This is an optimization exercise on Yosys and OpenROAD, whose aim is small area, not a production implementation. In this exercise RTL edits were held to simulation tests only and were not proved equivalent to the original. The clock port is modelled as an ideal driver, which makes a skipped or thinned clock tree look cheaper than it is; a real chip needs a root buffer or a tree. Power is estimated from default activity; no workload was simulated.

==> flow/design.v (excerpt) <==
module top_master(
    input sys_clk,
    input sys_rst,
    input btn_up,
    input btn_dwn,
    input btn_start,
    input pizza,
    input potato,
    input [5:0] load_minutes,
    input [5:0] load_seconds,
    input temp_SDA_in,
    output [7:0] AN,
    output [6:0] display,
    output DP,
    output [15:0] LED,
    output start,
    output idle,
    output temp_SDA_out,
    output temp_SDA_oe,
    output temp_SCL,
    output buzzer
);
    wire [7:0] lc;
    wire t_1hz, t_400, e_29, e_59, e_05, t_2hz;
    mw_timebase tb(.clk(sys_clk), .rst(sys_rst), .lc(lc), .t_1hz(t_1hz), .t_400(t_400),
                   .e_29(e_29), .e_59(e_59), .e_05(e_05), .t_2hz(t_2hz));
    wire up_p, dn_p, st_p;
    mw_button bu(.clk(sys_clk), .rst(sys_rst), .noisy(btn_up),    .p_edge(up_p));
    mw_button bd(.clk(sys_clk), .rst(sys_rst), .noisy(btn_dwn),   .p_edge(dn_p));
    mw_button bs(.clk(sys_clk), .rst(sys_rst), .noisy(btn_start), .p_edge(st_p));
    wire s, timerEnd;
    wire [1:0] mode;
  ...
export LEC_CHECK = 0
export ABC_AREA = 1
export CAP_MARGIN = 20
export CORE_MARGIN = 2
export CORE_UTILIZATION = 40
export SLEW_MARGIN = 20
create_clock -name core_clock -period 10.0 [get_ports {sys_clk}]
run.sh (not shown) runs the stock make flow with config.mk's settings and CLKGATE_MAP_FILE= SYNTH_SCRIPT=/design/flow/synth_recipe.tcl, a recipe that flattens the netlist after the stock synthesis.
Next try:
==> flow/flow/run.sh (new file) <==
#!/bin/bash
# Own layout flow: the standard flow (standard.sh) with
#  - combinational mapping by an area-oriented ABC script (flow/area.script) and no
#    adder extraction; registers are mapped exactly as in the standard synthesis;
#  - the smallest buffer cell for the port buffers.
set -euo pipefail
W=$(pwd)
cat > "$W/own_synth.tcl" <<EOT
proc abc {args} {
  set i [lsearch -exact \$args -script]
  if {\$i >= 0} { set args [lreplace \$args \$i [expr {\$i+1}]] }
  yosys abc -script $W/flow/area.script {*}\$args
}
source $W/synth_recipe.tcl
EOT
export BUFFER_PORTS_ARGS="-buffer_cell sky130_fd_sc_hd__buf_1"
bash "$W/standard.sh" SYNTH_SCRIPT="$W/own_synth.tcl" ADDER_MAP_FILE= finish > "$W/flow_make.log" 2>&1
==> flow/flow/area.script (new file) <==
&get -n
&st
&dch
&nf -R 1000
&put
topo
==> flow/standard.sh (new file) <==
#!/bin/bash
# synth_recipe.tcl (not shown) runs the flow's synth.tcl, then flattens the netlist and writes it again
# the make line also repeats each setting of config.mk as NAME=value (left out here)
make -C /OpenROAD-flow-scripts/flow DESIGN_CONFIG=/design/flow/config.mk WORK_HOME=/design/flow/orfs CLKGATE_MAP_FILE= SYNTH_SCRIPT=/design/flow/synth_recipe.tcl "${@:-finish}"
Settings changed: ABC_AREA 1 to default.
removed: flow/run.sh
What happened: Register-to-register slack stays flat; wire length shrinks by 22%; total power falls by 4.1%; critical path depth decreases by 3; via count went down by 17%; sequential power barely changes; cell area goes down by 18%; maximum frequency falls by 15%.
Next try:
--- a/flow/flow/run.sh
+++ b/flow/flow/run.sh
@@ -15,3 +15,4 @@
 EOT
 export BUFFER_PORTS_ARGS="-buffer_cell sky130_fd_sc_hd__buf_1"
+export CTS_ARGS="-sink_clustering_enable -repair_clock_nets -buf_list sky130_fd_sc_hd__clkbuf_8 -sink_clustering_size 30 -dont_use_dummy_load"
 bash "$W/standard.sh" SYNTH_SCRIPT="$W/own_synth.tcl" ADDER_MAP_FILE= finish > "$W/flow_make.log" 2>&1
==> flow/flow/area.script (replaced) <==
strash
ifraig
dc2
dch -f
amap
topo
Effect: Synthesized area went down by about 2.4%; total power decreases by 16%; design area went down by 5.3%; register-to-register slack is worse by 1.1 ns; utilization falls by 0.76 points.
Next try:
==> flow/flow/area.script (replaced) <==
&get -n
&st
&dch
&nf -R 1000
&put
topo
=> The new run passed the timing, DRC and antenna checks; design area grows by 2.6%; area after synthesis increases by about 2.5%; count of clock-buffer cells in the layout does not change.
Next try:
--- a/flow/flow/run.sh
+++ b/flow/flow/run.sh
@@ -15,4 +15,4 @@
 EOT
 export BUFFER_PORTS_ARGS="-buffer_cell sky130_fd_sc_hd__buf_1"
-export CTS_ARGS="-sink_clustering_enable -repair_clock_nets -buf_list sky130_fd_sc_hd__clkbuf_8 -sink_clustering_size 30 -dont_use_dummy_load"
+export CTS_ARGS="-sink_clustering_enable -repair_clock_nets -buf_list sky130_fd_sc_hd__clkbuf_8 -sink_clustering_size 35 -sink_clustering_max_diameter 300 -dont_use_dummy_load"
 bash "$W/standard.sh" SYNTH_SCRIPT="$W/own_synth.tcl" ADDER_MAP_FILE= finish > "$W/flow_make.log" 2>&1
==> flow/flow/area.script (replaced) <==
strash
ifraig
dc2
dch -f
amap
topo
What happened: Routed wire length grows by 12%. Total power is about the same. Via count grows by 4.9%. Clock-buffer cell count is unchanged. Setup slack gets better by 0.42 ns. Maximum frequency grows by 6.5%.

---

Setup of red:
top_master, a different RTL version from the one above (not shown whole).
For scale: ~570 cells after synthesis.
==> flow/config.mk <==
export PLATFORM = sky130hd
export DESIGN_NAME = top_master
export DESIGN_NICKNAME = top_master
export VERILOG_FILES = /design/flow/design.v
export SDC_FILE = /design/flow/constraint.sdc
export NUM_CORES = 4
export LEC_CHECK = 0
export CAP_MARGIN = 20
export CORE_MARGIN = 2
export CORE_UTILIZATION = 40
export SLEW_MARGIN = 20
==> flow/constraint.sdc <==
create_clock -name core_clock -period 10.0 [get_ports {sys_clk}]
set_input_delay 2.0000 -clock core_clock [delete_from_list [all_inputs] [get_ports {sys_clk}]]
set_output_delay 2.0000 -clock core_clock [all_outputs]
set_load 0.01 [all_outputs]
standard.sh (not shown) runs the stock make flow with config.mk's settings and CLKGATE_MAP_FILE= SYNTH_SCRIPT=/design/flow/synth_recipe.tcl, a recipe that flattens the netlist after the stock synthesis.
==> flow/flow/run.sh <==
#!/bin/bash
# Own layout flow: the standard flow (standard.sh) with
#  - combinational mapping by the area-oriented ABC script (flow/abc_*.script) that gives the
#    least cell area, and no adder extraction; registers are mapped exactly as in the
#    standard synthesis;
#  - the smallest buffer cell for the port buffers;
#  - a two-level inverter clock tree (flow/manual_cts.tcl) in place of TritonCTS.
set -euo pipefail
W=$(pwd)
export OWN_FLOW_DIR="$W/flow"
cat > "$W/own_synth.tcl" <<EOT
source $W/flow/pick_abc.tcl
source $W/synth_recipe.tcl
EOT
export BUFFER_PORTS_ARGS="-buffer_cell sky130_fd_sc_hd__buf_1"
ARGS=(SYNTH_SCRIPT="$W/own_synth.tcl" ADDER_MAP_FILE=)
bash "$W/standard.sh" "${ARGS[@]}" place > "$W/flow_make_place.log" 2>&1
export OWN_RESULTS="$W/orfs/results/$FLOW_PLATFORM/top_master/base"
export OWN_NLEAF=6 OWN_LEAF_CELL=sky130_fd_sc_hd__inv_8 OWN_ROOT_CELL=sky130_fd_sc_hd__inv_6
export FLOW_CLOCK_NET=sys_clk
openroad -no_init -exit "$W/flow/manual_cts.tcl" > "$W/flow_manual_cts.log" 2>&1
cp "$W/flow_manual_cts.log" "$W/orfs/logs/$FLOW_PLATFORM/top_master/base/4_1_cts.log"
bash "$W/standard.sh" "${ARGS[@]}" finish > "$W/flow_make_finish.log" 2>&1
==> flow/flow/abc_ds10.script <==
strash
&get -n
&deepsyn -T 45 -S 10
&put
dch -f
amap
topo
==> flow/flow/abc_ds11.script <==
strash
&get -n
&deepsyn -T 45 -S 11
&put
dch -f
amap
topo
==> flow/flow/abc_ds5.script <==
strash
&get -n
&deepsyn -T 45 -S 5
&put
dch -f
amap
topo
==> flow/flow/abc_ds6.script <==
strash
&get -n
&deepsyn -T 45 -S 6
&put
dch -f
amap
topo
Other scripts of this flow, unchanged in this note and not shown: flow/flow/abc_d3.script, flow/flow/abc_ds1.script, flow/flow/abc_ds2.script, flow/flow/abc_ds3.script, flow/flow/abc_ds4.script, flow/flow/manual_cts.tcl, flow/flow/pick_abc.tcl
red: done, clean on timing, DRC and antenna
Edits applied to the flow inputs when going from red to blue:
==> flow/flow/abc_a3.script (new file) <==
&get -n
&st
&dch
&nf -R 1000
&put
topo
removed: flow/flow/abc_ds10.script
removed: flow/flow/abc_ds11.script
removed: flow/flow/abc_ds5.script
removed: flow/flow/abc_ds6.script
### Flow results
blue vs. red: non-clock inverter count in the final layout went up by 1.
Re maximum frequency: blue and red aren't equal, and the higher value belongs to red.
Wire length of the first global-routing pass is higher on red
On clock insertion delay at the later pin of the skew report, blue tracks red almost exactly.
In every run of this note, the design's own scripts or RTL, not TritonCTS, make the clock network.

## static timing again, ports no longer ideal
In the flow no input, the clock included, has a driving cell. The finished layouts below were timed again as built, in two steps.
Step 1 (the two cells are an assumption about what drives the block):
set clk [get_ports {sys_clk}]
set_driving_cell -lib_cell sky130_fd_sc_hd__clkbuf_16 $clk
set_driving_cell -lib_cell sky130_fd_sc_hd__buf_2 [delete_from_list [all_inputs] $clk]
Step 2 moves the port delays by t, midway between the first and last clock arrival at a register: inputs arrive t later, outputs are due t later. That takes back most of the time a late clock gives input paths.
a / b / c = ideal ports / drivers / drivers and shift; a / b = the first two.
run | shift t [ns] | slack for setup (ns) | worst setup path at the end
the first run of note 1 | 0.386 | 4.155 / 4.115 / 4.500 | register to output
the second run of note 1 | 0.373 | 3.139 / 3.102 / 3.475 | register to output
the third run of note 1 | 0.383 | 3.591 / 3.557 / 3.940 | register to output
the fourth run of note 1 | 0.374 | 3.174 / 3.141 / 3.515 | register to output
the fifth run of note 1 | 0.383 | 3.591 / 3.557 / 3.940 | register to output
red | 0.255 | 3.536 / 3.492 / 3.746 | register to output
blue | 0.249 | 3.341 / 3.299 / 3.549 | register to output
After both steps every run listed still meets setup and hold.
